This design comes from an exercise in tuning for small area, a short achievable clock period and few clock cycles per item on the open sky130 flow, not from production work. Function was checked by simulation only, so behaviour that the tests miss may differ from the original.

rev 12:
## Final
module Final(
    rst_n,
    clk,
    in_valid,
    weight_valid,
    I,
    W,
    out_valid,
    OUT
);
clock: 10.0 ns
lec_check: 0
cap_margin: 20
core_margin: 2
core_utilization: 40
setup_slack_margin: 4
slew_margin: 20
synth_hierarchical: 1
standard.sh (not shown) runs the stock make flow with config.mk's settings and CLKGATE_MAP_FILE= SYNTH_SCRIPT=/design/flow/synth_recipe.tcl, a recipe that flattens the netlist after the stock synthesis.
==> flow/flow/run.sh <==
#!/bin/bash
# Own layout flow: the standard flow (standard.sh, unchanged synthesis and
# steps) with
#  - port buffers made from the small sky130_fd_sc_hd__buf_1 instead of the
#    default delay buffer;
#  - clock tree synthesis without dummy loads and with smaller clock buffers.
# The make output goes to standard_flow.log here; ORFS keeps each step's log
# under orfs/logs.
set -euo pipefail
export BUFFER_PORTS_ARGS="-buffer_cell sky130_fd_sc_hd__buf_1"
export CTS_ARGS="-sink_clustering_enable -repair_clock_nets -dont_use_dummy_load -buf_list {sky130_fd_sc_hd__clkbuf_8} -root_buf sky130_fd_sc_hd__clkbuf_16"
bash standard.sh > standard_flow.log 2>&1
Rev 12 did not stop at any stage, and its layout met the timing, design-rule and antenna checks.
Testbench counts of rev 12, summed over its fixed seeds: cycles 3,200, items 3,200.
Inputs modified between rev 12 and rev 13:
--- a/flow/flow/run.sh
+++ b/flow/flow/run.sh
@@ -10,3 +10,3 @@
 export BUFFER_PORTS_ARGS="-buffer_cell sky130_fd_sc_hd__buf_1"
-export CTS_ARGS="-sink_clustering_enable -repair_clock_nets -dont_use_dummy_load -buf_list {sky130_fd_sc_hd__clkbuf_8} -root_buf sky130_fd_sc_hd__clkbuf_16"
+export CTS_ARGS="-sink_clustering_enable -sink_buffer_max_cap_derate 0.8 -repair_clock_nets -dont_use_dummy_load -buf_list {sky130_fd_sc_hd__clkbuf_4 sky130_fd_sc_hd__clkbuf_8} -root_buf sky130_fd_sc_hd__clkbuf_8"
 bash standard.sh > standard_flow.log 2>&1
==> comparison <==
Summary of rev 13 over rev 12: filler-free cell count of the finished design roughly the same; final design instance area without fill barely changed; first-pass GRT wire length ~0 delta; area of all sequential standard cells level.
| final worst slack | rev 13 vs rev 12 | 0.0075 ns higher |

* * *

== build 46 ==
Final, a different RTL version from the one above (not shown whole).
For scale: about 1400 cells after synthesis, roughly 190 flip-flops.
clock: 10.0 ns
lec_check: 0
cap_margin: 20
core_margin: 2
core_utilization: 40
setup_slack_margin: 4.2
slew_margin: 20
synth_hierarchical: 1
==> flow/flow/run.sh <==
#!/bin/bash
# Own layout flow: the standard flow (standard.sh, unchanged synthesis and
# steps) with
#  - port buffers made from the small sky130_fd_sc_hd__buf_1 instead of the
#    default delay buffer;
#  - clock tree synthesis without dummy loads and with smaller clock buffers.
# The make output goes to standard_flow.log here; ORFS keeps each step's log
# under orfs/logs.
set -euo pipefail
export BUFFER_PORTS_ARGS="-buffer_cell sky130_fd_sc_hd__buf_1"
export CTS_ARGS="-sink_clustering_enable -repair_clock_nets -dont_use_dummy_load -buf_list {sky130_fd_sc_hd__clkbuf_4 sky130_fd_sc_hd__clkbuf_8} -root_buf sky130_fd_sc_hd__clkbuf_8"
bash standard.sh > standard_flow.log 2>&1
Every stage of the flow completed for build 46, and the final layout passed the timing, design-rule and antenna checks.
Testbench counts of build 46, summed over its fixed seeds: cycles 3,200, items 3,200.
What build 3 does differently from build 46 at the input level:
Settings: changing SETUP_SLACK_MARGIN from 4.2 to 4; setting ABC_CLOCK_PERIOD_IN_PS to 2000 for the first time.
-- flow/flow/run.sh --
<<< build 46, line 9
set -euo pipefail
export BUFFER_PORTS_ARGS="-buffer_cell sky130_fd_sc_hd__buf_1"
export CTS_ARGS="-sink_clustering_enable -repair_clock_nets -dont_use_dummy_load -buf_list {sky130_fd_sc_hd__clkbuf_4 sky130_fd_sc_hd__clkbuf_8} -root_buf sky130_fd_sc_hd__clkbuf_8"
bash standard.sh > standard_flow.log 2>&1
>>> build 3, line 9
set -euo pipefail
export BUFFER_PORTS_ARGS="-buffer_cell sky130_fd_sc_hd__buf_1"
export CTS_ARGS="-sink_clustering_enable -repair_clock_nets -dont_use_dummy_load -buf_list {sky130_fd_sc_hd__clkbuf_8 sky130_fd_sc_hd__clkbuf_16} -root_buf sky130_fd_sc_hd__clkbuf_16"
bash standard.sh > standard_flow.log 2>&1
==> summary.txt <==
| half-perimeter wire length of the detailed placement result | lower: build 3 |
On timing-limited maximum frequency, build 3 does worse than build 46.
In build 3 the clock skew turned out 13 ps lower than in build 46.
Diff build 46 -> build 3: worst path setup slack after routing shows a reduction of 100 ps; register-to-register slack went down 20 ps; count of buffers not belonging to the clock network in the layout shows a reduction of 12.
NOTE: per-cell via count in the routed design in build 3 exceeds that of build 46
Looking at sequential share of layout area, build 3 sits 0.71 points higher than build 46 does.
Every stage of the flow completed for build 3, and the final layout passed the timing, design-rule and antenna checks.
diff inputs: build 3 => build 71
Settings: SETUP_SLACK_MARGIN: 4 -> 5; ABC_CLOCK_PERIOD_IN_PS: 2000 -> unset.
==> flow/run.sh (new file) <==
#!/bin/bash
# synth_recipe.tcl (not shown) runs the flow's synth.tcl, then flattens the netlist and writes it again
# the make line also repeats each setting of config.mk as NAME=value (left out here)
make -C /OpenROAD-flow-scripts/flow DESIGN_CONFIG=/design/flow/config.mk WORK_HOME=/design/flow/orfs CLKGATE_MAP_FILE= SYNTH_SCRIPT=/design/flow/synth_recipe.tcl finish
removed: flow/flow/run.sh
removed: flow/standard.sh
Build 71 gives less worst clock skew than build 3 did.
Per the comparison of build 71 with build 3, final worst setup slack increased 180 ps; post-CTS setup buffer count increased 29; cell count increased about 2.8%.
| ratio of cells with drive above 1 in the final layout | higher: build 71 |
Re cell area: build 71 and build 3 aren't equal, and the lower value belongs to build 3.
Looking at share of the cycle needed by the critical path after routing, build 71 sits below build 3.
The following lists how build 70 was set up differently from build 71:
Settings: swapping 5 for 4 in SETUP_SLACK_MARGIN.
==> flow/flow/run.sh (new file) <==
#!/bin/bash
# Own layout flow: the standard flow (standard.sh, unchanged synthesis and
# steps) with
#  - port buffers made from the small sky130_fd_sc_hd__buf_1 instead of the
#    default delay buffer;
#  - clock tree synthesis without dummy loads and with smaller clock buffers.
# The make output goes to standard_flow.log here; ORFS keeps each step's log
# under orfs/logs.
set -euo pipefail
export BUFFER_PORTS_ARGS="-buffer_cell sky130_fd_sc_hd__buf_1"
export CTS_ARGS="-sink_clustering_enable -repair_clock_nets -dont_use_dummy_load -buf_list {sky130_fd_sc_hd__clkbuf_4 sky130_fd_sc_hd__clkbuf_8} -root_buf sky130_fd_sc_hd__clkbuf_8"
bash standard.sh > standard_flow.log 2>&1
==> flow/standard.sh (new file) <==
#!/bin/bash
# synth_recipe.tcl (not shown) runs the flow's synth.tcl, then flattens the netlist and writes it again
# the make line also repeats each setting of config.mk as NAME=value (left out here)
make -C /OpenROAD-flow-scripts/flow DESIGN_CONFIG=/design/flow/config.mk WORK_HOME=/design/flow/orfs CLKGATE_MAP_FILE= SYNTH_SCRIPT=/design/flow/synth_recipe.tcl "${@:-finish}"
removed: flow/run.sh
- Sort build 71 and build 70 by footprint of the multi-input gates desc -> top: build 71
- From build 71 to build 70 the numbers moved as follows: met2 track utilization from global routing has decreased, first-pass GRT wire length has decreased, effective utilization at floorplan has remained practically unchanged.
- Going from build 71 to build 70, share of the cycle needed by the critical path after routing climbed 1.7 points; half-perimeter wire length of the detailed placement result saw a decrease; cell area after placement decreased by 12% relative to the old numbers.
Relative to build 70, the following input files were edited for build 52:
Settings: a change of SETUP_SLACK_MARGIN from 4 to 4.5.
==> flow/flow/run.sh <==
#!/bin/bash
# Own layout flow: the standard flow (standard.sh, unchanged synthesis and
# steps) with the port buffers made from the small sky130_fd_sc_hd__buf_1
# instead of the default delay buffer. Each tool's output goes to a log here.
set -euo pipefail
export BUFFER_PORTS_ARGS="-buffer_cell sky130_fd_sc_hd__buf_1"
bash standard.sh > standard_flow.log 2>&1
Results
Summary of build 52 over build 70: setup slack saw an increase; worst slack at placement moved down; overall routing resource usage went up 2.7 points; final cell count went up 36; detailed-routing iteration count for the pre-antenna-repair pass comparable.
Number of buffer and inverter instances along the worst setup path (build 52 over build 70): increase, 1
[inputs] build 22 vs build 52
Settings: changing SETUP_SLACK_MARGIN from 4.5 to 3.0.
Results
Between build 52 and build 22, average wire per cell in the routed design is lower for build 22, build 52 comes in above that. Largest stage delay on the critical path delta (build 22 -> build 52): insignificant. Final setup slack of the worst path: build 52 and build 22 compared, higher one is build 52. The count of placed standard cells including taps on build 52 is in line with that on build 22.

## separate check: timing with driven ports
Ports are ideal in the flow. The routed layouts listed here were re-timed in OpenROAD.
Step 1 (the two cells are an assumption about what drives the block):
set clk [get_ports {clk}]
set_driving_cell -lib_cell sky130_fd_sc_hd__clkbuf_16 $clk
set_driving_cell -lib_cell sky130_fd_sc_hd__buf_2 [delete_from_list [all_inputs] $clk]
Step 2 adds t to the input delays and takes it off the output delays; t is the mean of the earliest and latest rising clock arrival at the registers after step 1. Input paths then give back, and output paths get back, about the clock's delay inside the block.
Three values: ideal ports, drivers, drivers and shift; two values: the first two.
| run | t, ns | slack for setup (ns) | hold WS [ns] | worst setup path after step 2 | clock arrival spread, ns |
|---|---|---|---|---|---|
| rev 12 | 0.512 | 4.044 / 3.864 / 3.351 | 0.513 / 0.513 / 0.513 | input to register | 0.056 / 0.057 |
| rev 13 | 0.625 | 4.051 / 3.909 / 3.284 | 0.516 / 0.516 / 0.516 | input to register | 0.057 / 0.056 |
| build 46 | 0.556 | 4.137 / 3.960 / 3.404 | 0.525 / 0.525 / 0.525 | input to register | 0.046 / 0.046 |
| build 3 | 0.516 | 4.036 / 3.843 / 3.327 | 0.534 / 0.534 / 0.534 | input to register | 0.030 / 0.031 |
| build 71 | 0.534 | 4.214 / 3.931 / 3.396 | 0.532 / 0.532 / 0.532 | input to register | 0.016 / 0.017 |
| build 70 | 0.574 | 4.044 / 3.918 / 3.344 | 0.537 / 0.537 / 0.537 | input to register | 0.044 / 0.044 |
| build 52 | 0.565 | 4.170 / 4.040 / 3.475 | 0.532 / 0.532 / 0.532 | input to register | 0.014 / 0.015 |
| build 22 | 0.532 | 3.235 / 3.267 / 2.735 | 0.548 / 0.548 / 0.548 | input to register | 0.014 / 0.014 |
After both steps every run listed still meets setup and hold. The setup slack of build 71, which loses most, moves by -0.283 ns with the drivers and by -0.818 ns with both steps.
